Background: an optimization exercise with open tools, aiming at small area, a short achievable clock period and few clock cycles per item. Do not read the settings as production practice.
The RTL was checked by simulation tests, not by an equivalence proof against the original design.

Setup of v59:
==> flow/design.v <==
module e203_muldiv (
  input         clk,
  input         rst_n,
  input         i_valid,
  output        i_ready,
  input  [2:0]  i_op,
  input  [31:0] i_rs1,
  input  [31:0] i_rs2,
  output        o_valid,
  input         o_ready,
  output [31:0] o_wdat
);
  function [5:0] bitlen;
    input [31:0] v;
    integer i;
    begin
      bitlen = 0;
      for (i = 0; i < 32; i = i + 1)
        if (v[i]) bitlen = i + 1;
    end
  endfunction
  reg busy, done;
  wire start = i_valid & ~busy;
  assign o_valid = done;
  assign i_ready = done & o_ready;
  wire fin = done & o_ready;
  reg        isdiv, rlo, rop, c2, sqn, anr, bz, dneg;
  reg [5:0]  cnt;
  reg [1:0]  nsel;
  reg [34:0] mc;           
  reg [33:0] mp;           
  reg [33:0] acc;          
  reg [35:0] lo;           
  wire op_div = i_op[2];
  wire [32:0] xin = {(i_op[1:0] != 2'd3) & i_rs1[31], i_rs1};
  wire [32:0] yin = {(i_op[1] == 1'b0) & i_rs2[31], i_rs2};
  function [1:0] wcls;
    input [32:0] v;
    begin
      if (v[32:7] == {26{v[32]}}) wcls = 2'd0;
      else if (v[32:11] == {22{v[32]}}) wcls = 2'd1;
      else if (v[32:19] == {14{v[32]}}) wcls = 2'd2;
      else wcls = 2'd3;
    end
  endfunction
  wire [1:0] cx = wcls(xin);
  wire [1:0] cy = wcls(yin);
  wire swap = cx < cy;
  wire [1:0] cm = swap ? cx : cy;
  wire a_neg = ~i_op[0] & i_rs1[31];
  wire b_neg = ~i_op[0] & i_rs2[31];
  wire [5:0] ma = bitlen(i_rs1 ^ {32{a_neg}});
  wire [5:0] mb = bitlen(i_rs2 ^ {32{b_neg}});
  wire [6:0] qs = {1'b0, ma} + {6'd0, a_neg} - {1'b0, mb};
  wire bzero = (i_rs2 == 32'd0);
  wire dskip = qs[6] | bzero;
  wire [32:0] a_ext = {a_neg, i_rs1};
  wire [33:0] r_init = {a_ext[32], a_ext} - {33'd0, a_neg};
  wire [2:0] bc0 = isdiv ? {dneg, dneg, ~dneg} : mp[2:0];
  wire [2:0] bc1 = isdiv ? 3'b000 : mp[4:2];
  function [37:0] booth;
    input [2:0] b;
    input [34:0] x;
    reg one, two, neg;
    reg [37:0] xe, m;
    begin
      one = b[0] ^ b[1];
      two = (b[2] & ~b[1] & ~b[0]) | (~b[2] & b[1] & b[0]);
      neg = b[2];
      xe = {{3{x[34]}}, x};
      m = ({38{one}} & xe) | ({38{two}} & {xe[36:0], 1'b0});
      booth = m ^ {38{neg}};
    end
  endfunction
  wire [37:0] ra = {{4{acc[33]}}, acc};
  wire [37:0] rb = booth(bc0, mc);
  wire [37:0] rc = {booth(bc1, mc), {2{bc1[2]}}};    
  wire [37:0] s1 = ra ^ rb ^ rc;
  wire [37:0] c1 = {(ra[36:0] & rb[36:0]) | (ra[36:0] & rc[36:0]) | (rb[36:0] & rc[36:0]), bc0[2]};
  wire [37:0] sum = s1 + c1 + {37'd0, bc1[2]};
  wire acc_ok = (sum[37] == anr);       
  always @(posedge clk or negedge rst_n) begin
    if (!rst_n) begin
      busy <= 1'b0;
      done <= 1'b0;
    end else if (fin) begin
      busy <= 1'b0;
      done <= 1'b0;
    end else if (start) begin
      busy <= 1'b1;
      done <= op_div & dskip;
    end else if (busy & ~done) begin
      done <= ~c2 & (cnt == 6'd1);
    end
  end
  always @(posedge clk) begin
    if (start) begin
      isdiv <= op_div;
      rlo <= (i_op[1:0] == 2'd0);
      rop <= i_op[1];
      bz <= bzero;
      sqn <= a_neg ^ b_neg;
      anr <= a_neg;
      dneg <= ~(a_neg ^ b_neg);
      nsel <= cm;
      if (op_div) begin
        c2 <= 1'b1;
        cnt <= qs[5:0] + 6'd1;
        acc <= r_init;
        mc <= {{3{i_rs2[31] & ~i_op[0]}}, i_rs2};
        mp <= 34'd0;
        lo <= {30'd0, qs[5:0]};
      end else begin
        c2 <= 1'b0;
        cnt <= (cm == 2'd0) ? 6'd2 : (cm == 2'd1) ? 6'd3 : (cm == 2'd2) ? 6'd5 : 6'd9;
        acc <= 34'd0;
        mc <= swap ? {{2{yin[32]}}, yin} : {{2{xin[32]}}, xin};
        mp <= swap ? {xin, 1'b0} : {yin, 1'b0};
      end
    end else if (busy & ~done) begin
      if (isdiv) begin
        if (c2) begin
          c2 <= 1'b0;
          mc <= mc << lo[5:0];
        end else begin
          cnt <= cnt - 6'd1;
          mc <= {mc[34], mc[34:1]};
          if (acc_ok) acc <= sum[33:0];
          mp <= {mp[32:0], acc_ok};
        end
      end else begin
        cnt <= cnt - 6'd1;
        acc <= sum[37:4];
        mp <= {{4{mp[33]}}, mp[33:4]};
        lo <= {sum[3:0], lo[35:4]};
      end
    end
  end
  reg [63:0] prod;
  always @* begin
    case (nsel)
      2'd0: prod = {{30{acc[33]}}, acc, lo[35:28]};
      2'd1: prod = {{26{acc[33]}}, acc, lo[35:24]};
      2'd2: prod = {{18{acc[33]}}, acc, lo[35:16]};
      default: prod = {acc[27:0], lo};
    endcase
  end
  wire [31:0] mres = rlo ? prod[31:0] : prod[63:32];
  wire [31:0] dval = rop ? acc[31:0] : mp[31:0];
  wire dinv = ~rop & sqn;
  wire dinc = rop ? anr : sqn;
  wire [31:0] dres = (bz & ~rop) ? 32'hFFFFFFFF : (dval ^ {32{dinv}}) + {31'd0, dinc};
  assign o_wdat = isdiv ? dres : mres;
endmodule
clock: 11.0 ns
lec_check: 0
cap_margin: 20
core_margin: 2
core_utilization: 60
slew_margin: 20
standard.sh (not shown) runs the stock make flow with config.mk's settings and CLKGATE_MAP_FILE= SYNTH_SCRIPT=/design/flow/synth_recipe.tcl, a recipe that flattens the netlist after the stock synthesis.
==> flow/flow/run.sh <==
#!/bin/bash
# The standard layout (the standard.sh, unchanged synthesis) with three
# changes to how it is made:
#  - ports are buffered with a plain buffer (not a delay cell),
#  - the resizer may change a cell's drive strength even when that changes
#    the cell's width (MATCH_CELL_FOOTPRINT 0),
#  - timing repair aims for more setup slack than the design's clock needs.
set -euo pipefail
MARGIN=$(cat flow/margin.txt)
bash standard.sh SETUP_SLACK_MARGIN=$MARGIN MATCH_CELL_FOOTPRINT=0 \
  "BUFFER_PORTS_ARGS=-buffer_cell sky130_fd_sc_hd__buf_4" finish > run_make.log 2>&1
==> flow/flow/margin.txt <==
5.8
v59 completed; timing, DRC and antenna clean
Testbench counts of v59, summed over its fixed seeds: cycles 170,925, ops 24,000.
Modified inputs, v23 compared to v59
==> flow/flow/run.sh <==
#!/bin/bash
# The standard layout (the standard.sh, unchanged synthesis), with timing
# repair aimed at a tighter target than the design's clock: repair_timing
# works until every path has this much setup slack at the design's period.
set -euo pipefail
MARGIN=$(cat flow/margin.txt)
bash standard.sh SETUP_SLACK_MARGIN=$MARGIN finish > run_make.log 2>&1
==> flow/flow/margin.txt <==
6.2
Findings:
- Delta (v23 minus v59): synthesized area ~0 delta, final worst clock skew -0.0066 ns, fraction of area in non-clock buffers +1.5 points, wire length of the first global-routing pass +about 4.3%.
- Going from v59 to v23, clock latency at the later pin of the worst-skew pair about even; final worst setup slack rose 0.17 ns; number of buffers outside the clock class in the layout rose 16%.
- v23: done, clean on timing, DRC and antenna
- Compared with v59, v23 shows a lower sequential share of layout area.
What v18 does differently from v23 at the input level:
Settings: SETUP_SLACK_MARGIN newly set to 5.
==> flow/run.sh (new file) <==
#!/bin/bash
# synth_recipe.tcl (not shown) runs the flow's synth.tcl, then flattens the netlist and writes it again
# the make line also repeats each setting of config.mk as NAME=value (left out here)
make -C /OpenROAD-flow-scripts/flow DESIGN_CONFIG=/design/flow/config.mk WORK_HOME=/design/flow/orfs CLKGATE_MAP_FILE= SYNTH_SCRIPT=/design/flow/synth_recipe.tcl finish
removed: flow/flow/run.sh
removed: flow/flow/margin.txt
removed: flow/standard.sh
### Flow results
v23 completed every stage of the flow, and the final layout passed the timing, DRC and antenna checks. v18 ran to completion and came out clean on the timing, DRC and antenna checks. Against v23 as the reference, v18 delivers a lower worst hold slack. In v18 relative to v23, final area had gone down by more than 10%. Minimum clock period (lower): v23. Of v18 and v23, v18 shows the lower multi-input combinational gate total, with v23 above it.

static timing again, ports no longer ideal:
The results above use ideal ports. As a check the final layouts listed here were re-extracted and re-timed, cells and wires unchanged. Step 1 sets driving cells, clkbuf_16 on the clock port and buf_2 on the other inputs (assumed; they add their load-dependent delay and slew). Step 2, shift: input delay + t, output delay - t, t = (earliest + latest rising clock arrival at the registers) / 2. This alone moves slack from input paths to output paths. Slacks: ideal ports / drivers / drivers and shift; pairs: ideal ports / drivers.
run	t, ns	slack for setup (ns)	worst hold slack (ns)	worst setup path at the end	worst register clock-pin slew, ns
v59	0.514	4.741 / 4.733 / 4.219	0.563 / 0.563 / 0.563	input to register	0.08 / 0.08
v23	0.525	4.910 / 4.916 / 4.393	0.569 / 0.569 / 0.569	input to register	0.08 / 0.08
v18	0.522	4.808 / 4.843 / 4.322	0.550 / 0.550 / 0.550	input to register	0.08 / 0.08
After both steps every run listed still meets setup and hold. For v59, which loses most, drivers alone change the setup slack by -0.008 ns; drivers and shift together by -0.522 ns.
